What follows belongs to an exercise in optimizing a design on an open flow for small area and a short achievable clock period; a production flow would make more cautious choices.
Only the layout flow was run in this run; the RTL was not checked for function there.
No activity file was given, so power comes from the tool's default toggle rates.

`design.v`:
```
module multiplier_int(clk, a, one, two, neg, b, p);
  input clk;
  input [15:0] a;
  input [7:0] one, two, neg;
  input [15:0] b;
  output [31:0] p;
  reg [15:0] a_r;
  reg [7:0] one_r, two_r, neg_r;
  wire pp0_0;
  wire pp0_1;
  wire pp0_2;
  wire pp0_3;
  wire pp0_4;
  wire pp0_5;
  wire pp0_6;
  wire pp0_7;
  wire pp0_8;
  wire pp0_9;
  wire pp0_10;
  wire pp0_11;
  wire pp0_12;
  wire pp0_13;
  wire pp0_14;
  wire pp0_15;
  wire pp0_16;
  wire pp1_0;
  wire pp1_1;
  wire pp1_2;
  wire pp1_3;
  wire pp1_4;
  wire pp1_5;
  wire pp1_6;
  wire pp1_7;
  wire pp1_8;
  wire pp1_9;
  wire pp1_10;
  wire pp1_11;
  wire pp1_12;
  wire pp1_13;
  wire pp1_14;
  wire pp1_15;
  wire pp1_16;
  wire pp2_0;
  wire pp2_1;
  wire pp2_2;
  wire pp2_3;
  wire pp2_4;
  wire pp2_5;
  wire pp2_6;
  wire pp2_7;
  wire pp2_8;
  wire pp2_9;
  wire pp2_10;
  wire pp2_11;
  wire pp2_12;
  wire pp2_13;
  wire pp2_14;
  wire pp2_15;
  wire pp2_16;
  wire pp3_0;
  wire pp3_1;
  wire pp3_2;
  wire pp3_3;
  wire pp3_4;
  wire pp3_5;
  wire pp3_6;
  wire pp3_7;
  wire pp3_8;
  wire pp3_9;
  wire pp3_10;
  wire pp3_11;
  wire pp3_12;
  wire pp3_13;
  wire pp3_14;
  wire pp3_15;
  wire pp3_16;
  wire pp4_0;
  wire pp4_1;
  wire pp4_2;
  wire pp4_3;
  wire pp4_4;
  wire pp4_5;
  wire pp4_6;
  wire pp4_7;
  wire pp4_8;
  wire pp4_9;
  wire pp4_10;
  wire pp4_11;
  wire pp4_12;
  wire pp4_13;
  wire pp4_14;
  wire pp4_15;
  wire pp4_16;
  wire pp5_0;
  wire pp5_1;
  wire pp5_2;
  wire pp5_3;
  wire pp5_4;
  wire pp5_5;
  wire pp5_6;
  wire pp5_7;
  wire pp5_8;
  wire pp5_9;
  wire pp5_10;
  wire pp5_11;
  wire pp5_12;
  wire pp5_13;
  wire pp5_14;
  wire pp5_15;
  wire pp5_16;
  wire pp6_0;
  wire pp6_1;
  wire pp6_2;
  wire pp6_3;
  wire pp6_4;
  wire pp6_5;
  wire pp6_6;
  wire pp6_7;
  wire pp6_8;
  wire pp6_9;
  wire pp6_10;
  wire pp6_11;
  wire pp6_12;
  wire pp6_13;
  wire pp6_14;
  wire pp6_15;
  wire pp6_16;
  wire pp7_0;
  wire pp7_1;
  wire pp7_2;
  wire pp7_3;
  wire pp7_4;
  wire pp7_5;
  wire pp7_6;
  wire pp7_7;
  wire pp7_8;
  wire pp7_9;
  wire pp7_10;
  wire pp7_11;
  wire pp7_12;
  wire pp7_13;
  wire pp7_14;
  wire pp7_15;
  wire pp7_16;
  wire s1;
  wire c2;
  wire s3;
  wire c4;
  wire s5;
  wire c6;
  wire s7;
  wire c8;
  wire s9;
  wire c10;
  wire s11;
  wire c12;
  wire s13;
  wire c14;
  wire s15;
  wire c16;
  wire s17;
  wire c18;
  wire s19;
  wire c20;
  wire s21;
  wire c22;
  wire s23;
  wire c24;
  wire s25;
  wire c26;
  wire s27;
  wire c28;
  wire s29;
  wire c30;
  wire s31;
  wire c32;
  wire s33;
  wire c34;
  wire s35;
  wire c36;
  wire s37;
  wire c38;
  wire s39;
  wire c40;
  wire s41;
  wire c42;
  wire s43;
  wire c44;
  wire s45;
  wire c46;
  wire s47;
  wire c48;
  wire s49;
  wire c50;
  wire s51;
  wire c52;
  wire s53;
  wire c54;
  wire s55;
  wire c56;
  wire s57;
  wire c58;
  wire s59;
  wire c60;
  wire s61;
  wire c62;
  wire s63;
  wire c64;
  wire s65;
  wire c66;
  wire s67;
  wire c68;
  wire s69;
  wire c70;
  wire s71;
  wire c72;
  wire s73;
  wire c74;
  wire s75;
  wire c76;
  wire s77;
  wire c78;
  wire s79;
  wire c80;
  wire s81;
  wire c82;
  wire s83;
  wire c84;
  wire s85;
  wire c86;
  wire s87;
  wire c88;
  wire s89;
  wire c90;
  wire s91;
  wire c92;
  wire s93;
  wire c94;
  wire s95;
  wire c96;
  wire s97;
  wire c98;
  wire s99;
  wire c100;
  wire s101;
  wire c102;
  wire s103;
  wire c104;
  wire s105;
  wire c106;
  wire s107;
  wire c108;
  wire s109;
  wire c110;
  wire s111;
  wire c112;
  wire s113;
  wire c114;
  wire s115;
  wire c116;
  wire s117;
  wire c118;
  wire s119;
  wire c120;
  wire s121;
  wire c122;
  wire s123;
  wire c124;
  wire s125;
  wire c126;
  wire s127;
  wire c128;
  wire s129;
  wire c130;
  wire s131;
  wire c132;
  wire s133;
  wire c134;
  wire s135;
  wire c136;
  wire s137;
  wire c138;
  wire s139;
  wire c140;
  wire s141;
  wire c142;
  wire s143;
  wire c144;
  wire s145;
  wire c146;
  wire s147;
  wire c148;
  wire s149;
  wire c150;
  wire s151;
  wire c152;
  wire s153;
  wire c154;
  wire s155;
  wire c156;
  wire s157;
  wire c158;
  wire s159;
  wire c160;
  wire s161;
  wire c162;
  wire s163;
  wire c164;
  wire s165;
  wire c166;
  wire s167;
  wire c168;
  wire s169;
  wire c170;
  wire s171;
  wire c172;
  wire s173;
  wire c174;
  wire s175;
  wire c176;
  wire s177;
  wire c178;
  wire s179;
  wire c180;
  wire s181;
  wire c182;
  wire s183;
  wire c184;
  wire s185;
  wire c186;
  wire s187;
  wire c188;
  wire s189;
  wire c190;
  wire s191;
  wire c192;
  wire s193;
  wire c194;
  wire s195;
  wire c196;
  wire s197;
  wire c198;
  wire s199;
  wire c200;
  wire s201;
  wire c202;
  wire s203;
  wire c204;
  wire s205;
  wire c206;
  wire s207;
  wire c208;
  wire s209;
  wire c210;
  wire s211;
  wire c212;
  wire s213;
  wire c214;
  wire s215;
  wire c216;
  wire s217;
  wire c218;
  wire s219;
  wire c220;
  wire s221;
  wire c222;
  wire s223;
  wire c224;
  reg t4_0_0;
  reg t4_0_1;
  reg t4_1_0;
  reg t4_2_0;
  reg t4_2_1;
  reg t4_3_0;
  reg t4_3_1;
  reg t4_4_0;
  reg t4_4_1;
  reg t4_5_0;
  reg t4_5_1;
  reg t4_6_0;
  reg t4_6_1;
  reg t4_7_0;
  reg t4_7_1;
  reg t4_8_0;
  reg t4_8_1;
  reg t4_9_0;
  reg t4_9_1;
  reg t4_10_0;
  reg t4_10_1;
  reg t4_11_0;
  reg t4_11_1;
  reg t4_12_0;
  reg t4_12_1;
  reg t4_13_0;
  reg t4_13_1;
  reg t4_14_0;
  reg t4_14_1;
  reg t4_15_0;
  reg t4_15_1;
  reg t4_16_0;
  reg t4_16_1;
  reg t4_17_0;
  reg t4_17_1;
  reg t4_18_0;
  reg t4_18_1;
  reg t4_19_0;
  reg t4_19_1;
  reg t4_20_0;
  reg t4_20_1;
  reg t4_21_0;
  reg t4_21_1;
  reg t4_22_0;
  reg t4_22_1;
  reg t4_23_0;
  reg t4_23_1;
  reg t4_24_0;
  reg t4_24_1;
  reg t4_25_0;
  reg t4_25_1;
  reg t4_26_0;
  reg t4_26_1;
  reg t4_27_0;
  reg t4_27_1;
  reg t4_28_0;
  reg t4_28_1;
  reg t4_29_0;
  reg t4_29_1;
  reg t4_30_0;
  reg t4_30_1;
  always @(posedge clk) begin
    a_r <= a;
    one_r <= one; two_r <= two; neg_r <= neg;
    t4_0_0 <= pp0_0;
    t4_0_1 <= neg_r[0];
    t4_1_0 <= pp0_1;
    t4_2_0 <= s169;
    t4_2_1 <= neg_r[1];
    t4_3_0 <= s171;
    t4_3_1 <= c170;
    t4_4_0 <= s173;
    t4_4_1 <= c172;
    t4_5_0 <= s175;
    t4_5_1 <= c174;
    t4_6_0 <= s177;
    t4_6_1 <= c176;
    t4_7_0 <= s179;
    t4_7_1 <= c178;
    t4_8_0 <= s181;
    t4_8_1 <= c180;
    t4_9_0 <= s183;
    t4_9_1 <= c182;
    t4_10_0 <= s185;
    t4_10_1 <= c184;
    t4_11_0 <= s187;
    t4_11_1 <= c186;
    t4_12_0 <= s189;
    t4_12_1 <= c188;
    t4_13_0 <= s191;
    t4_13_1 <= c190;
    t4_14_0 <= s193;
    t4_14_1 <= c192;
    t4_15_0 <= s195;
    t4_15_1 <= c194;
    t4_16_0 <= s197;
    t4_16_1 <= c196;
    t4_17_0 <= s199;
    t4_17_1 <= c198;
    t4_18_0 <= s201;
    t4_18_1 <= c200;
    t4_19_0 <= s203;
    t4_19_1 <= c202;
    t4_20_0 <= s205;
    t4_20_1 <= c204;
    t4_21_0 <= s207;
    t4_21_1 <= c206;
    t4_22_0 <= s209;
    t4_22_1 <= c208;
    t4_23_0 <= s211;
    t4_23_1 <= c210;
    t4_24_0 <= s213;
    t4_24_1 <= c212;
    t4_25_0 <= s215;
    t4_25_1 <= c214;
    t4_26_0 <= s217;
    t4_26_1 <= c216;
    t4_27_0 <= s219;
    t4_27_1 <= c218;
    t4_28_0 <= s221;
    t4_28_1 <= c220;
    t4_29_0 <= s223;
    t4_29_1 <= c222;
    t4_30_0 <= pp7_16;
    t4_30_1 <= c224;
  end
  assign pp0_0 = (one_r[0] & a_r[0]) ^ neg_r[0];
  assign pp0_1 = ((one_r[0] & a_r[1]) | (two_r[0] & a_r[0])) ^ neg_r[0];
  assign pp0_2 = ((one_r[0] & a_r[2]) | (two_r[0] & a_r[1])) ^ neg_r[0];
  assign pp0_3 = ((one_r[0] & a_r[3]) | (two_r[0] & a_r[2])) ^ neg_r[0];
  assign pp0_4 = ((one_r[0] & a_r[4]) | (two_r[0] & a_r[3])) ^ neg_r[0];
  assign pp0_5 = ((one_r[0] & a_r[5]) | (two_r[0] & a_r[4])) ^ neg_r[0];
  assign pp0_6 = ((one_r[0] & a_r[6]) | (two_r[0] & a_r[5])) ^ neg_r[0];
  assign pp0_7 = ((one_r[0] & a_r[7]) | (two_r[0] & a_r[6])) ^ neg_r[0];
  assign pp0_8 = ((one_r[0] & a_r[8]) | (two_r[0] & a_r[7])) ^ neg_r[0];
  assign pp0_9 = ((one_r[0] & a_r[9]) | (two_r[0] & a_r[8])) ^ neg_r[0];
  assign pp0_10 = ((one_r[0] & a_r[10]) | (two_r[0] & a_r[9])) ^ neg_r[0];
  assign pp0_11 = ((one_r[0] & a_r[11]) | (two_r[0] & a_r[10])) ^ neg_r[0];
  assign pp0_12 = ((one_r[0] & a_r[12]) | (two_r[0] & a_r[11])) ^ neg_r[0];
  assign pp0_13 = ((one_r[0] & a_r[13]) | (two_r[0] & a_r[12])) ^ neg_r[0];
  assign pp0_14 = ((one_r[0] & a_r[14]) | (two_r[0] & a_r[13])) ^ neg_r[0];
  assign pp0_15 = ((one_r[0] & a_r[15]) | (two_r[0] & a_r[14])) ^ neg_r[0];
  assign pp0_16 = ~(((one_r[0] & a_r[15]) | (two_r[0] & a_r[15])) ^ neg_r[0]);
  assign pp1_0 = (one_r[1] & a_r[0]) ^ neg_r[1];
  assign pp1_1 = ((one_r[1] & a_r[1]) | (two_r[1] & a_r[0])) ^ neg_r[1];
  assign pp1_2 = ((one_r[1] & a_r[2]) | (two_r[1] & a_r[1])) ^ neg_r[1];
  assign pp1_3 = ((one_r[1] & a_r[3]) | (two_r[1] & a_r[2])) ^ neg_r[1];
  assign pp1_4 = ((one_r[1] & a_r[4]) | (two_r[1] & a_r[3])) ^ neg_r[1];
  assign pp1_5 = ((one_r[1] & a_r[5]) | (two_r[1] & a_r[4])) ^ neg_r[1];
  assign pp1_6 = ((one_r[1] & a_r[6]) | (two_r[1] & a_r[5])) ^ neg_r[1];
  assign pp1_7 = ((one_r[1] & a_r[7]) | (two_r[1] & a_r[6])) ^ neg_r[1];
  assign pp1_8 = ((one_r[1] & a_r[8]) | (two_r[1] & a_r[7])) ^ neg_r[1];
  assign pp1_9 = ((one_r[1] & a_r[9]) | (two_r[1] & a_r[8])) ^ neg_r[1];
  assign pp1_10 = ((one_r[1] & a_r[10]) | (two_r[1] & a_r[9])) ^ neg_r[1];
  assign pp1_11 = ((one_r[1] & a_r[11]) | (two_r[1] & a_r[10])) ^ neg_r[1];
  assign pp1_12 = ((one_r[1] & a_r[12]) | (two_r[1] & a_r[11])) ^ neg_r[1];
  assign pp1_13 = ((one_r[1] & a_r[13]) | (two_r[1] & a_r[12])) ^ neg_r[1];
  assign pp1_14 = ((one_r[1] & a_r[14]) | (two_r[1] & a_r[13])) ^ neg_r[1];
  assign pp1_15 = ((one_r[1] & a_r[15]) | (two_r[1] & a_r[14])) ^ neg_r[1];
  assign pp1_16 = ~(((one_r[1] & a_r[15]) | (two_r[1] & a_r[15])) ^ neg_r[1]);
  assign pp2_0 = (one_r[2] & a_r[0]) ^ neg_r[2];
  assign pp2_1 = ((one_r[2] & a_r[1]) | (two_r[2] & a_r[0])) ^ neg_r[2];
  assign pp2_2 = ((one_r[2] & a_r[2]) | (two_r[2] & a_r[1])) ^ neg_r[2];
  assign pp2_3 = ((one_r[2] & a_r[3]) | (two_r[2] & a_r[2])) ^ neg_r[2];
  assign pp2_4 = ((one_r[2] & a_r[4]) | (two_r[2] & a_r[3])) ^ neg_r[2];
  assign pp2_5 = ((one_r[2] & a_r[5]) | (two_r[2] & a_r[4])) ^ neg_r[2];
  assign pp2_6 = ((one_r[2] & a_r[6]) | (two_r[2] & a_r[5])) ^ neg_r[2];
  assign pp2_7 = ((one_r[2] & a_r[7]) | (two_r[2] & a_r[6])) ^ neg_r[2];
  assign pp2_8 = ((one_r[2] & a_r[8]) | (two_r[2] & a_r[7])) ^ neg_r[2];
  assign pp2_9 = ((one_r[2] & a_r[9]) | (two_r[2] & a_r[8])) ^ neg_r[2];
  assign pp2_10 = ((one_r[2] & a_r[10]) | (two_r[2] & a_r[9])) ^ neg_r[2];
  assign pp2_11 = ((one_r[2] & a_r[11]) | (two_r[2] & a_r[10])) ^ neg_r[2];
  assign pp2_12 = ((one_r[2] & a_r[12]) | (two_r[2] & a_r[11])) ^ neg_r[2];
  assign pp2_13 = ((one_r[2] & a_r[13]) | (two_r[2] & a_r[12])) ^ neg_r[2];
  assign pp2_14 = ((one_r[2] & a_r[14]) | (two_r[2] & a_r[13])) ^ neg_r[2];
  assign pp2_15 = ((one_r[2] & a_r[15]) | (two_r[2] & a_r[14])) ^ neg_r[2];
  assign pp2_16 = ~(((one_r[2] & a_r[15]) | (two_r[2] & a_r[15])) ^ neg_r[2]);
  assign pp3_0 = (one_r[3] & a_r[0]) ^ neg_r[3];
  assign pp3_1 = ((one_r[3] & a_r[1]) | (two_r[3] & a_r[0])) ^ neg_r[3];
  assign pp3_2 = ((one_r[3] & a_r[2]) | (two_r[3] & a_r[1])) ^ neg_r[3];
  assign pp3_3 = ((one_r[3] & a_r[3]) | (two_r[3] & a_r[2])) ^ neg_r[3];
  assign pp3_4 = ((one_r[3] & a_r[4]) | (two_r[3] & a_r[3])) ^ neg_r[3];
  assign pp3_5 = ((one_r[3] & a_r[5]) | (two_r[3] & a_r[4])) ^ neg_r[3];
  assign pp3_6 = ((one_r[3] & a_r[6]) | (two_r[3] & a_r[5])) ^ neg_r[3];
  assign pp3_7 = ((one_r[3] & a_r[7]) | (two_r[3] & a_r[6])) ^ neg_r[3];
  assign pp3_8 = ((one_r[3] & a_r[8]) | (two_r[3] & a_r[7])) ^ neg_r[3];
  assign pp3_9 = ((one_r[3] & a_r[9]) | (two_r[3] & a_r[8])) ^ neg_r[3];
  assign pp3_10 = ((one_r[3] & a_r[10]) | (two_r[3] & a_r[9])) ^ neg_r[3];
  assign pp3_11 = ((one_r[3] & a_r[11]) | (two_r[3] & a_r[10])) ^ neg_r[3];
  assign pp3_12 = ((one_r[3] & a_r[12]) | (two_r[3] & a_r[11])) ^ neg_r[3];
  assign pp3_13 = ((one_r[3] & a_r[13]) | (two_r[3] & a_r[12])) ^ neg_r[3];
  assign pp3_14 = ((one_r[3] & a_r[14]) | (two_r[3] & a_r[13])) ^ neg_r[3];
  assign pp3_15 = ((one_r[3] & a_r[15]) | (two_r[3] & a_r[14])) ^ neg_r[3];
  assign pp3_16 = ~(((one_r[3] & a_r[15]) | (two_r[3] & a_r[15])) ^ neg_r[3]);
  assign pp4_0 = (one_r[4] & a_r[0]) ^ neg_r[4];
  assign pp4_1 = ((one_r[4] & a_r[1]) | (two_r[4] & a_r[0])) ^ neg_r[4];
  assign pp4_2 = ((one_r[4] & a_r[2]) | (two_r[4] & a_r[1])) ^ neg_r[4];
  assign pp4_3 = ((one_r[4] & a_r[3]) | (two_r[4] & a_r[2])) ^ neg_r[4];
  assign pp4_4 = ((one_r[4] & a_r[4]) | (two_r[4] & a_r[3])) ^ neg_r[4];
  assign pp4_5 = ((one_r[4] & a_r[5]) | (two_r[4] & a_r[4])) ^ neg_r[4];
  assign pp4_6 = ((one_r[4] & a_r[6]) | (two_r[4] & a_r[5])) ^ neg_r[4];
  assign pp4_7 = ((one_r[4] & a_r[7]) | (two_r[4] & a_r[6])) ^ neg_r[4];
  assign pp4_8 = ((one_r[4] & a_r[8]) | (two_r[4] & a_r[7])) ^ neg_r[4];
  assign pp4_9 = ((one_r[4] & a_r[9]) | (two_r[4] & a_r[8])) ^ neg_r[4];
  assign pp4_10 = ((one_r[4] & a_r[10]) | (two_r[4] & a_r[9])) ^ neg_r[4];
  assign pp4_11 = ((one_r[4] & a_r[11]) | (two_r[4] & a_r[10])) ^ neg_r[4];
  assign pp4_12 = ((one_r[4] & a_r[12]) | (two_r[4] & a_r[11])) ^ neg_r[4];
  assign pp4_13 = ((one_r[4] & a_r[13]) | (two_r[4] & a_r[12])) ^ neg_r[4];
  assign pp4_14 = ((one_r[4] & a_r[14]) | (two_r[4] & a_r[13])) ^ neg_r[4];
  assign pp4_15 = ((one_r[4] & a_r[15]) | (two_r[4] & a_r[14])) ^ neg_r[4];
  assign pp4_16 = ~(((one_r[4] & a_r[15]) | (two_r[4] & a_r[15])) ^ neg_r[4]);
  assign pp5_0 = (one_r[5] & a_r[0]) ^ neg_r[5];
  assign pp5_1 = ((one_r[5] & a_r[1]) | (two_r[5] & a_r[0])) ^ neg_r[5];
  assign pp5_2 = ((one_r[5] & a_r[2]) | (two_r[5] & a_r[1])) ^ neg_r[5];
  assign pp5_3 = ((one_r[5] & a_r[3]) | (two_r[5] & a_r[2])) ^ neg_r[5];
  assign pp5_4 = ((one_r[5] & a_r[4]) | (two_r[5] & a_r[3])) ^ neg_r[5];
  assign pp5_5 = ((one_r[5] & a_r[5]) | (two_r[5] & a_r[4])) ^ neg_r[5];
  assign pp5_6 = ((one_r[5] & a_r[6]) | (two_r[5] & a_r[5])) ^ neg_r[5];
  assign pp5_7 = ((one_r[5] & a_r[7]) | (two_r[5] & a_r[6])) ^ neg_r[5];
  assign pp5_8 = ((one_r[5] & a_r[8]) | (two_r[5] & a_r[7])) ^ neg_r[5];
  assign pp5_9 = ((one_r[5] & a_r[9]) | (two_r[5] & a_r[8])) ^ neg_r[5];
  assign pp5_10 = ((one_r[5] & a_r[10]) | (two_r[5] & a_r[9])) ^ neg_r[5];
  assign pp5_11 = ((one_r[5] & a_r[11]) | (two_r[5] & a_r[10])) ^ neg_r[5];
  assign pp5_12 = ((one_r[5] & a_r[12]) | (two_r[5] & a_r[11])) ^ neg_r[5];
  assign pp5_13 = ((one_r[5] & a_r[13]) | (two_r[5] & a_r[12])) ^ neg_r[5];
  assign pp5_14 = ((one_r[5] & a_r[14]) | (two_r[5] & a_r[13])) ^ neg_r[5];
  assign pp5_15 = ((one_r[5] & a_r[15]) | (two_r[5] & a_r[14])) ^ neg_r[5];
  assign pp5_16 = ~(((one_r[5] & a_r[15]) | (two_r[5] & a_r[15])) ^ neg_r[5]);
  assign pp6_0 = (one_r[6] & a_r[0]) ^ neg_r[6];
  assign pp6_1 = ((one_r[6] & a_r[1]) | (two_r[6] & a_r[0])) ^ neg_r[6];
  assign pp6_2 = ((one_r[6] & a_r[2]) | (two_r[6] & a_r[1])) ^ neg_r[6];
  assign pp6_3 = ((one_r[6] & a_r[3]) | (two_r[6] & a_r[2])) ^ neg_r[6];
  assign pp6_4 = ((one_r[6] & a_r[4]) | (two_r[6] & a_r[3])) ^ neg_r[6];
  assign pp6_5 = ((one_r[6] & a_r[5]) | (two_r[6] & a_r[4])) ^ neg_r[6];
  assign pp6_6 = ((one_r[6] & a_r[6]) | (two_r[6] & a_r[5])) ^ neg_r[6];
  assign pp6_7 = ((one_r[6] & a_r[7]) | (two_r[6] & a_r[6])) ^ neg_r[6];
  assign pp6_8 = ((one_r[6] & a_r[8]) | (two_r[6] & a_r[7])) ^ neg_r[6];
  assign pp6_9 = ((one_r[6] & a_r[9]) | (two_r[6] & a_r[8])) ^ neg_r[6];
  assign pp6_10 = ((one_r[6] & a_r[10]) | (two_r[6] & a_r[9])) ^ neg_r[6];
  assign pp6_11 = ((one_r[6] & a_r[11]) | (two_r[6] & a_r[10])) ^ neg_r[6];
  assign pp6_12 = ((one_r[6] & a_r[12]) | (two_r[6] & a_r[11])) ^ neg_r[6];
  assign pp6_13 = ((one_r[6] & a_r[13]) | (two_r[6] & a_r[12])) ^ neg_r[6];
  assign pp6_14 = ((one_r[6] & a_r[14]) | (two_r[6] & a_r[13])) ^ neg_r[6];
  assign pp6_15 = ((one_r[6] & a_r[15]) | (two_r[6] & a_r[14])) ^ neg_r[6];
  assign pp6_16 = ~(((one_r[6] & a_r[15]) | (two_r[6] & a_r[15])) ^ neg_r[6]);
  assign pp7_0 = (one_r[7] & a_r[0]) ^ neg_r[7];
  assign pp7_1 = ((one_r[7] & a_r[1]) | (two_r[7] & a_r[0])) ^ neg_r[7];
  assign pp7_2 = ((one_r[7] & a_r[2]) | (two_r[7] & a_r[1])) ^ neg_r[7];
  assign pp7_3 = ((one_r[7] & a_r[3]) | (two_r[7] & a_r[2])) ^ neg_r[7];
  assign pp7_4 = ((one_r[7] & a_r[4]) | (two_r[7] & a_r[3])) ^ neg_r[7];
  assign pp7_5 = ((one_r[7] & a_r[5]) | (two_r[7] & a_r[4])) ^ neg_r[7];
  assign pp7_6 = ((one_r[7] & a_r[6]) | (two_r[7] & a_r[5])) ^ neg_r[7];
  assign pp7_7 = ((one_r[7] & a_r[7]) | (two_r[7] & a_r[6])) ^ neg_r[7];
  assign pp7_8 = ((one_r[7] & a_r[8]) | (two_r[7] & a_r[7])) ^ neg_r[7];
  assign pp7_9 = ((one_r[7] & a_r[9]) | (two_r[7] & a_r[8])) ^ neg_r[7];
  assign pp7_10 = ((one_r[7] & a_r[10]) | (two_r[7] & a_r[9])) ^ neg_r[7];
  assign pp7_11 = ((one_r[7] & a_r[11]) | (two_r[7] & a_r[10])) ^ neg_r[7];
  assign pp7_12 = ((one_r[7] & a_r[12]) | (two_r[7] & a_r[11])) ^ neg_r[7];
  assign pp7_13 = ((one_r[7] & a_r[13]) | (two_r[7] & a_r[12])) ^ neg_r[7];
  assign pp7_14 = ((one_r[7] & a_r[14]) | (two_r[7] & a_r[13])) ^ neg_r[7];
  assign pp7_15 = ((one_r[7] & a_r[15]) | (two_r[7] & a_r[14])) ^ neg_r[7];
  assign pp7_16 = ~(((one_r[7] & a_r[15]) | (two_r[7] & a_r[15])) ^ neg_r[7]);
  assign s1 = pp0_10 ^ pp1_8;
  assign c2 = pp0_10 & pp1_8;
  assign s3 = pp0_11 ^ pp1_9;
  assign c4 = pp0_11 & pp1_9;
  assign s5 = pp0_12 ^ pp1_10 ^ pp2_8;
  assign c6 = (pp0_12 & pp1_10) | (pp0_12 & pp2_8) | (pp1_10 & pp2_8);
  assign s7 = pp3_6 ^ pp4_4;
  assign c8 = pp3_6 & pp4_4;
  assign s9 = pp0_13 ^ pp1_11 ^ pp2_9;
  assign c10 = (pp0_13 & pp1_11) | (pp0_13 & pp2_9) | (pp1_11 & pp2_9);
  assign s11 = pp3_7 ^ pp4_5;
  assign c12 = pp3_7 & pp4_5;
  assign s13 = pp0_14 ^ pp1_12 ^ pp2_10;
  assign c14 = (pp0_14 & pp1_12) | (pp0_14 & pp2_10) | (pp1_12 & pp2_10);
  assign s15 = pp3_8 ^ pp4_6 ^ pp5_4;
  assign c16 = (pp3_8 & pp4_6) | (pp3_8 & pp5_4) | (pp4_6 & pp5_4);
  assign s17 = pp6_2 ^ pp7_0;
  assign c18 = pp6_2 & pp7_0;
  assign s19 = pp0_15 ^ pp1_13 ^ pp2_11;
  assign c20 = (pp0_15 & pp1_13) | (pp0_15 & pp2_11) | (pp1_13 & pp2_11);
  assign s21 = pp3_9 ^ pp4_7 ^ pp5_5;
  assign c22 = (pp3_9 & pp4_7) | (pp3_9 & pp5_5) | (pp4_7 & pp5_5);
  assign s23 = pp6_3 ^ pp7_1;
  assign c24 = pp6_3 & pp7_1;
  assign s25 = pp0_16 ^ pp1_14 ^ pp2_12;
  assign c26 = (pp0_16 & pp1_14) | (pp0_16 & pp2_12) | (pp1_14 & pp2_12);
  assign s27 = pp3_10 ^ pp4_8 ^ pp5_6;
  assign c28 = (pp3_10 & pp4_8) | (pp3_10 & pp5_6) | (pp4_8 & pp5_6);
  assign s29 = pp6_4 ^ pp7_2 ^ 1'b1;
  assign c30 = (pp6_4 & pp7_2) | (pp6_4 & 1'b1) | (pp7_2 & 1'b1);
  assign s31 = pp1_15 ^ pp2_13 ^ pp3_11;
  assign c32 = (pp1_15 & pp2_13) | (pp1_15 & pp3_11) | (pp2_13 & pp3_11);
  assign s33 = pp4_9 ^ pp5_7 ^ pp6_5;
  assign c34 = (pp4_9 & pp5_7) | (pp4_9 & pp6_5) | (pp5_7 & pp6_5);
  assign s35 = pp7_3 ^ 1'b1;
  assign c36 = pp7_3 & 1'b1;
  assign s37 = pp1_16 ^ pp2_14 ^ pp3_12;
  assign c38 = (pp1_16 & pp2_14) | (pp1_16 & pp3_12) | (pp2_14 & pp3_12);
  assign s39 = pp4_10 ^ pp5_8 ^ pp6_6;
  assign c40 = (pp4_10 & pp5_8) | (pp4_10 & pp6_6) | (pp5_8 & pp6_6);
  assign s41 = pp2_15 ^ pp3_13 ^ pp4_11;
  assign c42 = (pp2_15 & pp3_13) | (pp2_15 & pp4_11) | (pp3_13 & pp4_11);
  assign s43 = pp5_9 ^ pp6_7;
  assign c44 = pp5_9 & pp6_7;
  assign s45 = pp2_16 ^ pp3_14 ^ pp4_12;
  assign c46 = (pp2_16 & pp3_14) | (pp2_16 & pp4_12) | (pp3_14 & pp4_12);
  assign s47 = pp3_15 ^ pp4_13;
  assign c48 = pp3_15 & pp4_13;
  assign s49 = pp0_6 ^ pp1_4;
  assign c50 = pp0_6 & pp1_4;
  assign s51 = pp0_7 ^ pp1_5;
  assign c52 = pp0_7 & pp1_5;
  assign s53 = pp0_8 ^ pp1_6 ^ pp2_4;
  assign c54 = (pp0_8 & pp1_6) | (pp0_8 & pp2_4) | (pp1_6 & pp2_4);
  assign s55 = pp3_2 ^ pp4_0;
  assign c56 = pp3_2 & pp4_0;
  assign s57 = pp0_9 ^ pp1_7 ^ pp2_5;
  assign c58 = (pp0_9 & pp1_7) | (pp0_9 & pp2_5) | (pp1_7 & pp2_5);
  assign s59 = pp3_3 ^ pp4_1;
  assign c60 = pp3_3 & pp4_1;
  assign s61 = s1 ^ pp2_6 ^ pp3_4;
  assign c62 = (s1 & pp2_6) | (s1 & pp3_4) | (pp2_6 & pp3_4);
  assign s63 = pp4_2 ^ pp5_0 ^ neg_r[5];
  assign c64 = (pp4_2 & pp5_0) | (pp4_2 & neg_r[5]) | (pp5_0 & neg_r[5]);
  assign s65 = s3 ^ pp2_7 ^ pp3_5;
  assign c66 = (s3 & pp2_7) | (s3 & pp3_5) | (pp2_7 & pp3_5);
  assign s67 = pp4_3 ^ pp5_1 ^ c2;
  assign c68 = (pp4_3 & pp5_1) | (pp4_3 & c2) | (pp5_1 & c2);
  assign s69 = s5 ^ s7 ^ pp5_2;
  assign c70 = (s5 & s7) | (s5 & pp5_2) | (s7 & pp5_2);
  assign s71 = pp6_0 ^ neg_r[6] ^ c4;
  assign c72 = (pp6_0 & neg_r[6]) | (pp6_0 & c4) | (neg_r[6] & c4);
  assign s73 = s9 ^ s11 ^ pp5_3;
  assign c74 = (s9 & s11) | (s9 & pp5_3) | (s11 & pp5_3);
  assign s75 = pp6_1 ^ c6 ^ c8;
  assign c76 = (pp6_1 & c6) | (pp6_1 & c8) | (c6 & c8);
  assign s77 = s13 ^ s15 ^ s17;
  assign c78 = (s13 & s15) | (s13 & s17) | (s15 & s17);
  assign s79 = neg_r[7] ^ c10 ^ c12;
  assign c80 = (neg_r[7] & c10) | (neg_r[7] & c12) | (c10 & c12);
  assign s81 = s19 ^ s21 ^ s23;
  assign c82 = (s19 & s21) | (s19 & s23) | (s21 & s23);
  assign s83 = c14 ^ c16 ^ c18;
  assign c84 = (c14 & c16) | (c14 & c18) | (c16 & c18);
  assign s85 = s25 ^ s27 ^ s29;
  assign c86 = (s25 & s27) | (s25 & s29) | (s27 & s29);
  assign s87 = c20 ^ c22 ^ c24;
  assign c88 = (c20 & c22) | (c20 & c24) | (c22 & c24);
  assign s89 = s31 ^ s33 ^ s35;
  assign c90 = (s31 & s33) | (s31 & s35) | (s33 & s35);
  assign s91 = c26 ^ c28 ^ c30;
  assign c92 = (c26 & c28) | (c26 & c30) | (c28 & c30);
  assign s93 = s37 ^ s39 ^ pp7_4;
  assign c94 = (s37 & s39) | (s37 & pp7_4) | (s39 & pp7_4);
  assign s95 = c32 ^ c34 ^ c36;
  assign c96 = (c32 & c34) | (c32 & c36) | (c34 & c36);
  assign s97 = s41 ^ s43 ^ pp7_5;
  assign c98 = (s41 & s43) | (s41 & pp7_5) | (s43 & pp7_5);
  assign s99 = 1'b1 ^ c38 ^ c40;
  assign c100 = (1'b1 & c38) | (1'b1 & c40) | (c38 & c40);
  assign s101 = s45 ^ pp5_10 ^ pp6_8;
  assign c102 = (s45 & pp5_10) | (s45 & pp6_8) | (pp5_10 & pp6_8);
  assign s103 = pp7_6 ^ c42 ^ c44;
  assign c104 = (pp7_6 & c42) | (pp7_6 & c44) | (c42 & c44);
  assign s105 = s47 ^ pp5_11 ^ pp6_9;
  assign c106 = (s47 & pp5_11) | (s47 & pp6_9) | (pp5_11 & pp6_9);
  assign s107 = pp7_7 ^ 1'b1 ^ c46;
  assign c108 = (pp7_7 & 1'b1) | (pp7_7 & c46) | (1'b1 & c46);
  assign s109 = pp3_16 ^ pp4_14 ^ pp5_12;
  assign c110 = (pp3_16 & pp4_14) | (pp3_16 & pp5_12) | (pp4_14 & pp5_12);
  assign s111 = pp6_10 ^ pp7_8 ^ c48;
  assign c112 = (pp6_10 & pp7_8) | (pp6_10 & c48) | (pp7_8 & c48);
  assign s113 = pp4_15 ^ pp5_13 ^ pp6_11;
  assign c114 = (pp4_15 & pp5_13) | (pp4_15 & pp6_11) | (pp5_13 & pp6_11);
  assign s115 = pp7_9 ^ 1'b1;
  assign c116 = pp7_9 & 1'b1;
  assign s117 = pp4_16 ^ pp5_14 ^ pp6_12;
  assign c118 = (pp4_16 & pp5_14) | (pp4_16 & pp6_12) | (pp5_14 & pp6_12);
  assign s119 = pp5_15 ^ pp6_13;
  assign c120 = pp5_15 & pp6_13;
  assign s121 = pp0_4 ^ pp1_2;
  assign c122 = pp0_4 & pp1_2;
  assign s123 = pp0_5 ^ pp1_3;
  assign c124 = pp0_5 & pp1_3;
  assign s125 = s49 ^ pp2_2 ^ pp3_0;
  assign c126 = (s49 & pp2_2) | (s49 & pp3_0) | (pp2_2 & pp3_0);
  assign s127 = s51 ^ pp2_3 ^ pp3_1;
  assign c128 = (s51 & pp2_3) | (s51 & pp3_1) | (pp2_3 & pp3_1);
  assign s129 = s53 ^ s55 ^ neg_r[4];
  assign c130 = (s53 & s55) | (s53 & neg_r[4]) | (s55 & neg_r[4]);
  assign s131 = s57 ^ s59 ^ c54;
  assign c132 = (s57 & s59) | (s57 & c54) | (s59 & c54);
  assign s133 = s61 ^ s63 ^ c58;
  assign c134 = (s61 & s63) | (s61 & c58) | (s63 & c58);
  assign s135 = s65 ^ s67 ^ c62;
  assign c136 = (s65 & s67) | (s65 & c62) | (s67 & c62);
  assign s137 = s69 ^ s71 ^ c66;
  assign c138 = (s69 & s71) | (s69 & c66) | (s71 & c66);
  assign s139 = s73 ^ s75 ^ c70;
  assign c140 = (s73 & s75) | (s73 & c70) | (s75 & c70);
  assign s141 = s77 ^ s79 ^ c74;
  assign c142 = (s77 & s79) | (s77 & c74) | (s79 & c74);
  assign s143 = s81 ^ s83 ^ c78;
  assign c144 = (s81 & s83) | (s81 & c78) | (s83 & c78);
  assign s145 = s85 ^ s87 ^ c82;
  assign c146 = (s85 & s87) | (s85 & c82) | (s87 & c82);
  assign s147 = s89 ^ s91 ^ c86;
  assign c148 = (s89 & s91) | (s89 & c86) | (s91 & c86);
  assign s149 = s93 ^ s95 ^ c90;
  assign c150 = (s93 & s95) | (s93 & c90) | (s95 & c90);
  assign s151 = s97 ^ s99 ^ c94;
  assign c152 = (s97 & s99) | (s97 & c94) | (s99 & c94);
  assign s153 = s101 ^ s103 ^ c98;
  assign c154 = (s101 & s103) | (s101 & c98) | (s103 & c98);
  assign s155 = s105 ^ s107 ^ c102;
  assign c156 = (s105 & s107) | (s105 & c102) | (s107 & c102);
  assign s157 = s109 ^ s111 ^ c106;
  assign c158 = (s109 & s111) | (s109 & c106) | (s111 & c106);
  assign s159 = s113 ^ s115 ^ c110;
  assign c160 = (s113 & s115) | (s113 & c110) | (s115 & c110);
  assign s161 = s117 ^ pp7_10 ^ c114;
  assign c162 = (s117 & pp7_10) | (s117 & c114) | (pp7_10 & c114);
  assign s163 = s119 ^ pp7_11 ^ 1'b1;
  assign c164 = (s119 & pp7_11) | (s119 & 1'b1) | (pp7_11 & 1'b1);
  assign s165 = pp5_16 ^ pp6_14 ^ pp7_12;
  assign c166 = (pp5_16 & pp6_14) | (pp5_16 & pp7_12) | (pp6_14 & pp7_12);
  assign s167 = pp6_15 ^ pp7_13;
  assign c168 = pp6_15 & pp7_13;
  assign s169 = pp0_2 ^ pp1_0;
  assign c170 = pp0_2 & pp1_0;
  assign s171 = pp0_3 ^ pp1_1;
  assign c172 = pp0_3 & pp1_1;
  assign s173 = s121 ^ pp2_0 ^ neg_r[2];
  assign c174 = (s121 & pp2_0) | (s121 & neg_r[2]) | (pp2_0 & neg_r[2]);
  assign s175 = s123 ^ pp2_1 ^ c122;
  assign c176 = (s123 & pp2_1) | (s123 & c122) | (pp2_1 & c122);
  assign s177 = s125 ^ neg_r[3] ^ c124;
  assign c178 = (s125 & neg_r[3]) | (s125 & c124) | (neg_r[3] & c124);
  assign s179 = s127 ^ c50 ^ c126;
  assign c180 = (s127 & c50) | (s127 & c126) | (c50 & c126);
  assign s181 = s129 ^ c52 ^ c128;
  assign c182 = (s129 & c52) | (s129 & c128) | (c52 & c128);
  assign s183 = s131 ^ c56 ^ c130;
  assign c184 = (s131 & c56) | (s131 & c130) | (c56 & c130);
  assign s185 = s133 ^ c60 ^ c132;
  assign c186 = (s133 & c60) | (s133 & c132) | (c60 & c132);
  assign s187 = s135 ^ c64 ^ c134;
  assign c188 = (s135 & c64) | (s135 & c134) | (c64 & c134);
  assign s189 = s137 ^ c68 ^ c136;
  assign c190 = (s137 & c68) | (s137 & c136) | (c68 & c136);
  assign s191 = s139 ^ c72 ^ c138;
  assign c192 = (s139 & c72) | (s139 & c138) | (c72 & c138);
  assign s193 = s141 ^ c76 ^ c140;
  assign c194 = (s141 & c76) | (s141 & c140) | (c76 & c140);
  assign s195 = s143 ^ c80 ^ c142;
  assign c196 = (s143 & c80) | (s143 & c142) | (c80 & c142);
  assign s197 = s145 ^ c84 ^ c144;
  assign c198 = (s145 & c84) | (s145 & c144) | (c84 & c144);
  assign s199 = s147 ^ c88 ^ c146;
  assign c200 = (s147 & c88) | (s147 & c146) | (c88 & c146);
  assign s201 = s149 ^ c92 ^ c148;
  assign c202 = (s149 & c92) | (s149 & c148) | (c92 & c148);
  assign s203 = s151 ^ c96 ^ c150;
  assign c204 = (s151 & c96) | (s151 & c150) | (c96 & c150);
  assign s205 = s153 ^ c100 ^ c152;
  assign c206 = (s153 & c100) | (s153 & c152) | (c100 & c152);
  assign s207 = s155 ^ c104 ^ c154;
  assign c208 = (s155 & c104) | (s155 & c154) | (c104 & c154);
  assign s209 = s157 ^ c108 ^ c156;
  assign c210 = (s157 & c108) | (s157 & c156) | (c108 & c156);
  assign s211 = s159 ^ c112 ^ c158;
  assign c212 = (s159 & c112) | (s159 & c158) | (c112 & c158);
  assign s213 = s161 ^ c116 ^ c160;
  assign c214 = (s161 & c116) | (s161 & c160) | (c116 & c160);
  assign s215 = s163 ^ c118 ^ c162;
  assign c216 = (s163 & c118) | (s163 & c162) | (c118 & c162);
  assign s217 = s165 ^ c120 ^ c164;
  assign c218 = (s165 & c120) | (s165 & c164) | (c120 & c164);
  assign s219 = s167 ^ 1'b1 ^ c166;
  assign c220 = (s167 & 1'b1) | (s167 & c166) | (1'b1 & c166);
  assign s221 = pp6_16 ^ pp7_14 ^ c168;
  assign c222 = (pp6_16 & pp7_14) | (pp6_16 & c168) | (pp7_14 & c168);
  assign s223 = pp7_15 ^ 1'b1;
  assign c224 = pp7_15 & 1'b1;
  wire [31:0] rowA = {1'b1, t4_30_0, t4_29_0, t4_28_0, t4_27_0, t4_26_0, t4_25_0, t4_24_0, t4_23_0, t4_22_0, t4_21_0, t4_20_0, t4_19_0, t4_18_0, t4_17_0, t4_16_0, t4_15_0, t4_14_0, t4_13_0, t4_12_0, t4_11_0, t4_10_0, t4_9_0, t4_8_0, t4_7_0, t4_6_0, t4_5_0, t4_4_0, t4_3_0, t4_2_0, t4_1_0, t4_0_0};
  wire [31:0] rowB = {1'b0, t4_30_1, t4_29_1, t4_28_1, t4_27_1, t4_26_1, t4_25_1, t4_24_1, t4_23_1, t4_22_1, t4_21_1, t4_20_1, t4_19_1, t4_18_1, t4_17_1, t4_16_1, t4_15_1, t4_14_1, t4_13_1, t4_12_1, t4_11_1, t4_10_1, t4_9_1, t4_8_1, t4_7_1, t4_6_1, t4_5_1, t4_4_1, t4_3_1, t4_2_1, 1'b0, t4_0_1};
  assign p = rowA + rowB;
endmodule
module multiply_accumulate(
  clk,
  aresetn,
  reset,
  data,
  multi,
  result,
  overflow
);
  parameter I_OPP_W = 16;
  parameter O_OPP_W = 2 * I_OPP_W;
  input clk;
  input aresetn;
  input reset;
  input [I_OPP_W - 1:0] data;
  input [I_OPP_W - 1:0] multi;
  output reg [O_OPP_W - 1:0] result;
  output reg overflow;
  wire [16:0] bx = {multi, 1'b0};
  wire [7:0] one, two, neg;
  genvar g;
  generate for (g = 0; g < 8; g = g + 1) begin : enc
    assign one[g] = bx[2*g+1] ^ bx[2*g];
    assign two[g] = (bx[2*g+2] & ~bx[2*g+1] & ~bx[2*g]) | (~bx[2*g+2] & bx[2*g+1] & bx[2*g]);
    assign neg[g] = bx[2*g+2];
  end endgenerate
  wire [31:0] prod;
  multiplier_int u0(.clk(clk), .a(data), .one(one), .two(two), .neg(neg), .b(multi), .p(prod));
  localparam ND = 15;
  reg [30:0] pd [0:ND-2];
  integer i;
  always @(posedge clk) begin
    pd[0] <= prod[30:0];
    for (i = 1; i < ND - 1; i = i + 1)
      pd[i] <= pd[i-1];
  end
  wire [30:0] pp = pd[ND-2];
  wire [31:0] pfull = {pp[30] & (|pp[29:0]), pp};
  reg [4:0] cnt;
  reg [31:0] q;
  always @(posedge clk, negedge aresetn) begin
    if (aresetn == 0) begin
      cnt <= 0;
      q <= 0;
    end else begin
      if (cnt != 5'd16)
        cnt <= cnt + 5'd1;
      q <= (cnt == 5'd16) ? pfull : 32'd0;
    end
  end
  always @(posedge clk, negedge aresetn) begin
    if (aresetn == 0) begin
      result <= 0;
      overflow <= 0;
    end else if (reset == 1) begin
      result <= 0;
      overflow <= 0;
    end else begin
      result <= result + q;
      overflow <= result[O_OPP_W - 1] ^ q[31];
    end
  end
endmodule
```
`flow/run.sh`:
```
#!/bin/bash
# The standard layout (standard.sh), with these changes to how it is made:
# - synthesis runs flow/synth.tcl: the standard flow's synthesis script, with ABC mapping
#   the logic for delay (flow/abc_delay.script);
# - Yosys does not map full/half adders to the library's fa/ha cells
#   (ADDER_MAP_FILE empty), so ABC maps that logic too;
# - port buffers are sky130_fd_sc_hd__buf_1, the smallest buffer.
export MY_FLOW_DIR=$PWD/flow
bash standard.sh "SYNTH_SCRIPT=$PWD/flow/synth.tcl" "ADDER_MAP_FILE=" \
  "BUFFER_PORTS_ARGS=-buffer_cell sky130_fd_sc_hd__buf_1" finish > standard.log 2>&1
```
`flow/abc_delay.script`:
```
&get -n
&st
&dch
&nf -D 1500
&put
buffer -c
topo
stime -c
upsize -c -D 1500
dnsize -c -D 1500
```
`flow/synth.tcl`:
```
# The standard flow's synthesis script (synth_recipe.tcl, which runs ORFS's synth.tcl) with
# one change: ABC maps the combinational logic with flow/abc_delay.script, a
# delay-driven script, instead of ORFS's abc_speed.script.  Registers are
# mapped before ABC runs and are not changed by it.
proc abc {args} {
  set i [lsearch -exact $args -script]
  if {$i >= 0} {
    set args [lreplace $args [expr {$i + 1}] [expr {$i + 1}] $::env(MY_FLOW_DIR)/abc_delay.script]
  }
  puts "flow/synth.tcl: abc $args"
  yosys abc {*}$args
}
source $::env(MY_FLOW_DIR)/../synth_recipe.tcl
```
`standard.sh`:
```
#!/bin/bash
# synth_recipe.tcl (not shown) runs the flow's synth.tcl, then flattens the netlist and writes it again
# the make line also repeats each setting of config.mk as NAME=value (left out here)
make -C /OpenROAD-flow-scripts/flow DESIGN_CONFIG=/design/flow/config.mk WORK_HOME=/design/flow/orfs CLKGATE_MAP_FILE= SYNTH_SCRIPT=/design/flow/synth_recipe.tcl "${@:-finish}"
```
`config.mk`:
```
export PLATFORM = sky130hd
export DESIGN_NAME = multiply_accumulate
export DESIGN_NICKNAME = multiply_accumulate
export VERILOG_FILES = /design/flow/design.v
export SDC_FILE = /design/flow/constraint.sdc
export NUM_CORES = 4
export LEC_CHECK = 0
export CAP_MARGIN = 20
export CORE_MARGIN = 2
export CORE_UTILIZATION = 65
export CTS_BUF_LIST = sky130_fd_sc_hd__clkbuf_8
export CTS_CLUSTER_DIAMETER = 60
export CTS_CLUSTER_SIZE = 15
export SETUP_SLACK_MARGIN = 2.2
export SLEW_MARGIN = 20
export TNS_END_PERCENT = 0
```
`constraint.sdc`:
```
create_clock -name core_clock -period 4.5 [get_ports {clk}]
set_input_delay 0.9000 -clock core_clock [delete_from_list [all_inputs] [get_ports {clk}]]
set_output_delay 0.9000 -clock core_clock [all_outputs]
set_load 0.01 [all_outputs]
```
==> metrics.md <==
| Metric | Value |
|---|---|
| P per Cell Area | 781.1 nW/um^2 |
| Global placer's final weighted congestion | 0.9026 |
| M1 WL | 15,140 um |
| Total nets after synthesis | 1,977 |
| First-pass GRT wire length | 59,790 um |
| Critical path class | flop to flop |
| Mean cell area of the mapped netlist | 11.18 um^2 |
| CTS buffer count | 48 |
| Share of cells above drive strength 1 | 0.1457 |
| Diode count | 0 |
| RSZ-0062 raised after global routing | yes |
| Worst Path Required | 5030 ps |
| Synth area leader | dfxtp_1 |
| Via count | 13,280 |
| Max Root-Sink Buffers | 3 |
| I/O pin cnt | 68 |
| Wire length per cell | 14.56 um |
| CP endpoint | u0.t4_18_0$_DFF_P_ |
| Mapped Area | 21,710 um^2 |
| Initial Util | 0.6638 |
| First-pass DRT Iterations | 5 |
| CP Capture Type | flop |
| Post-CTS Hold Fix Bufs | 0 |
| Most frequent cells in the layout | 497 x dfxtp_1, 255 x xnor2_1, 154 x nand2_1 |
| Largest net degree at the start of global routing | 50 |
| Max Transition Viols Final | 0 |
| Design area | 24,100 um^2 |
| Count of cell types in the netlist | 57 |
| Clk slew on worst S/H paths | 90 ps |
| Clk sinks | 605 |
| Critical Path AT | 3120 ps |
| Async set-reset flop share out of synthesis | 0.1157 |
| Setup violators final | 0 |
| Share of the yosys chip area belonging to registers | 0.5741 |
| Fmax | 0.3864 GHz |
| CTS H-Tree Depth | 2 |
| Core ar. | 32,700 um^2 |
| Dpl hpwl | 25,330 um |
| FF-to-FF path depth | 10 |
| Top routing layer used | met4 |
| Leak Pwr | 0.009658 uW |
| Setup TNS | 0 ps |
| All-Layer GR Usage | 0.2063 |
| Initial drt markers | 733 |
| Fin crit period | 2588 ps |
| Rel. slew slack | 0.5979 |
| CTS root buf | clkbuf_8 |
| Port Buf Inserts | 67 |
| Aggregate global routing overflow | 0 |
| Worst Max-Slew Pin Slew | 603.1 ps |
| Latest clock arrival within the worst-skew pair | 600 ps |
| Top-area cell type share of the netlist area | 0.4934 |
| Synth Flop Type | dfxtp_1 |
| Seq cells post-synth | 605 |
| Routed wl met2 | 18,150 um |
| CP Launch Type | flop |
| Layout area overhead | 11.01% |
| Total Wirelength | 36,620 um |
| R2R setup slack | 1910 ps |
| Std cell rows | 66 |
| Commonest non-fill, non-tap cell in the layout | dfxtp_1 |
| Nets | 2,089 |
| DIE WIDTH | 186.7 um |
| Max FO, Critical Path | 10 |
| Fin crit share | 0.5752 |
| Height of the die | 186.7 um |
| Warnings from Yosys | 3 |
| CTS tree | built |
| Reg-to-reg endpoint | u0.t4_18_0$_DFF_P_ |
| Synth Instances | 1,942 |
| Area contributors post-synth | dfxtp_1 49%, xnor2_1 11%, dfrtp_1 8.1% |
| Number of synthesized flops with an enable pin | 0 |
| Maxcap violations | 0 |
| Via density | 5.280 |
| FF-to-FF Start | u0.a_r[13]$_DFF_P_ |
| Status | complete, no violations |
| Vias in the first global route | 12,740 |
| Crit path launch | u0.a_r[13]$_DFF_P_ |
| Die Area | 34,870 um^2 |
| Final Hold Vio Count | 0 |
| Initial antenna violation count | 0 |
| Max VDD drop | 0.3451 mV |
| Clock skew | 32.17 ps |
| DRC | 0 |
| Total power | 18,820 uW |
| Met3 routed WL | 1940 um |
| Placed inst area | 22,130 um^2 |
| Final ANT Viol Nets | 0 |
| Class of the worst hold path | input pin to asynchronous set/reset pin |
==> per-stage QoR <==
| step | cells | hold slack [ps] | setup WS [ps] | utilization |
|---|---|---|---|---|
| after floorplan | 1942 | 309.6 | 2134 | - |
| after global placement | 2379 | 309.5 | 1559 | 0.6768 |
| after detailed placement | 2379 | 312.1 | 1479 | 0.6768 |
| after CTS | 2488 | 321.2 | 1998 | 0.7250 |
| after global routing | 2515 | 319.4 | 1802 | 0.7368 |
| final | 2515 | 304.9 | 1912 | 0.7368 |
==> cells in the mapped netlist (7+ instances only) <==
| cell | instances |
|---|---|
| dfxtp_1 | 535 |
| xnor2_1 | 283 |
| nand2_1 | 154 |
| nor2_1 | 144 |
| xor2_1 | 115 |
| a22oi_1 | 110 |
| o21ai_0 | 95 |
| dfrtp_1 | 70 |
| a21oi_1 | 63 |
| maj3_1 | 42 |
| and2_1 | 38 |
| buf_2 | 33 |
| inv_1 | 24 |
| clkbuf_1 | 20 |
| buf_4 | 17 |
| nor4_1 | 16 |
| o21a_1 | 16 |
| xnor2_2 | 15 |
| a22oi_2 | 11 |
| buf_6 | 11 |
| nor2b_1 | 10 |
| a31oi_1 | 9 |
| xnor3_1 | 9 |
| a21o_1 | 8 |
| nor3_1 | 8 |
| nand2b_1 | 7 |
| o211ai_1 | 7 |
==> worst min path at each step <==
stage	slack [ps]	depth (start not counted)	startpoint	end
3_5_place_dp	310	0	pd[9][19]$_DFF_P_	pd[10][19]$_DFF_P_
5_1_grt	320	1	aresetn	result[17]$_DFF_PN0_
4_1_cts	320	0	pd[3][4]$_DFF_P_	pd[4][4]$_DFF_P_
3_3_place_gp	310	0	pd[8][28]$_DFF_P_	pd[9][28]$_DFF_P_
2_1_floorplan	310	0	pd[9][0]$_DFF_P_	pd[10][0]$_DFF_P_
6_report	300	1	aresetn	result[8]$_DFF_PN0_
==> where the power goes <==
part	internal [uW]	leakage, uW	switching, uW
clock network	1090	0.000462	1570
logic	3350	0.00381	3900
registers	7950	0.00539	953
total	12400	0.00966	6430
==> flip-flops by register name, summed over array words and instances, names as in the netlist, 5 cells and up <==
signal / cells
u0.a_r: 16
q: 32
u0.neg_r: 8
pd: 434
cnt: 5
u0.one_r: 8
result: 32
u0.two_r: 8
==> cell type report <==
type                    instances  area (um^2)
clock buffers                  50        688.2
clock inverters                19        138.9
fillers                      2257         8606
inverters                      24        90.09
multi-input cells            1230         9151
flip-flops and latches        605        12590
well taps                     442        553.0
repair buffers                145        887.1
==> critical path: stages, from the launching register on <==
cell and delay (ps):
dfxtp_4 390, buf_4 190, a22oi_2 180, xnor2_2 160, xor2_1 220, xnor2_1 180, xor3_2 510, xnor2_2 170
xnor2_2 210, xor2_1 190, xnor2_1 130
==> cell families (layout without fill, tap and decap cells) <==
group,Yosys count,count (layout),synth area share
XOR/XNOR,431,431,0.1894
flip-flops,605,605,0.5741
multiplexers,2,2,0.0009799
AO/OA/AOI/OAI,350,350,0.1057
buffers and inverters,107,238,0.02727
AND/OR/NAND/NOR,399,399,0.08013
adder cells (fa/ha/maj),48,48,0.02248
==> per-layer routing <==
| layer | GRT usage | up-vias |
|---|---|---|
| met3 | 0.03160 | 108 |
| met4 | 0.08822 | 0 |
| met5 | 0 | - |
| met1 | 0.2476 | 6144 |
| met2 | 0.3682 | 355 |
| li1 | - | 6672 |
==> what timing repair did <==
item / CTS / global route
pin swaps: 31 / 36
setup buffers: 40 / 27
endpoints found under the setup margin: 61 / 58
resized for setup: 128 / 30

port drivers added, routing unchanged:
How much do the figures lean on ideal ports? The routed layout below was timed once more, with nothing changed but the port constraints.
Step 1 sets driving cells, clkbuf_16 on the clock port and buf_2 on the other inputs (assumed; they add their load-dependent delay and slew).
Step 2 times the ports against the registers' clock, not the clock port: input delays grow and output delays shrink by t, the midpoint of the rising clock arrivals with the driver on.
Three values: ideal ports, drivers, drivers and shift; two values: the first two.
t, ns: 0.637
setup slack, ns: 1.912 / 1.912 / 1.912
latest minus earliest clock arrival (ns): 0.034 / 0.035
After both steps setup and hold are still met in this run. The setup slack of this run moves by 0.000 ns with the drivers and by 0.000 ns with both steps.
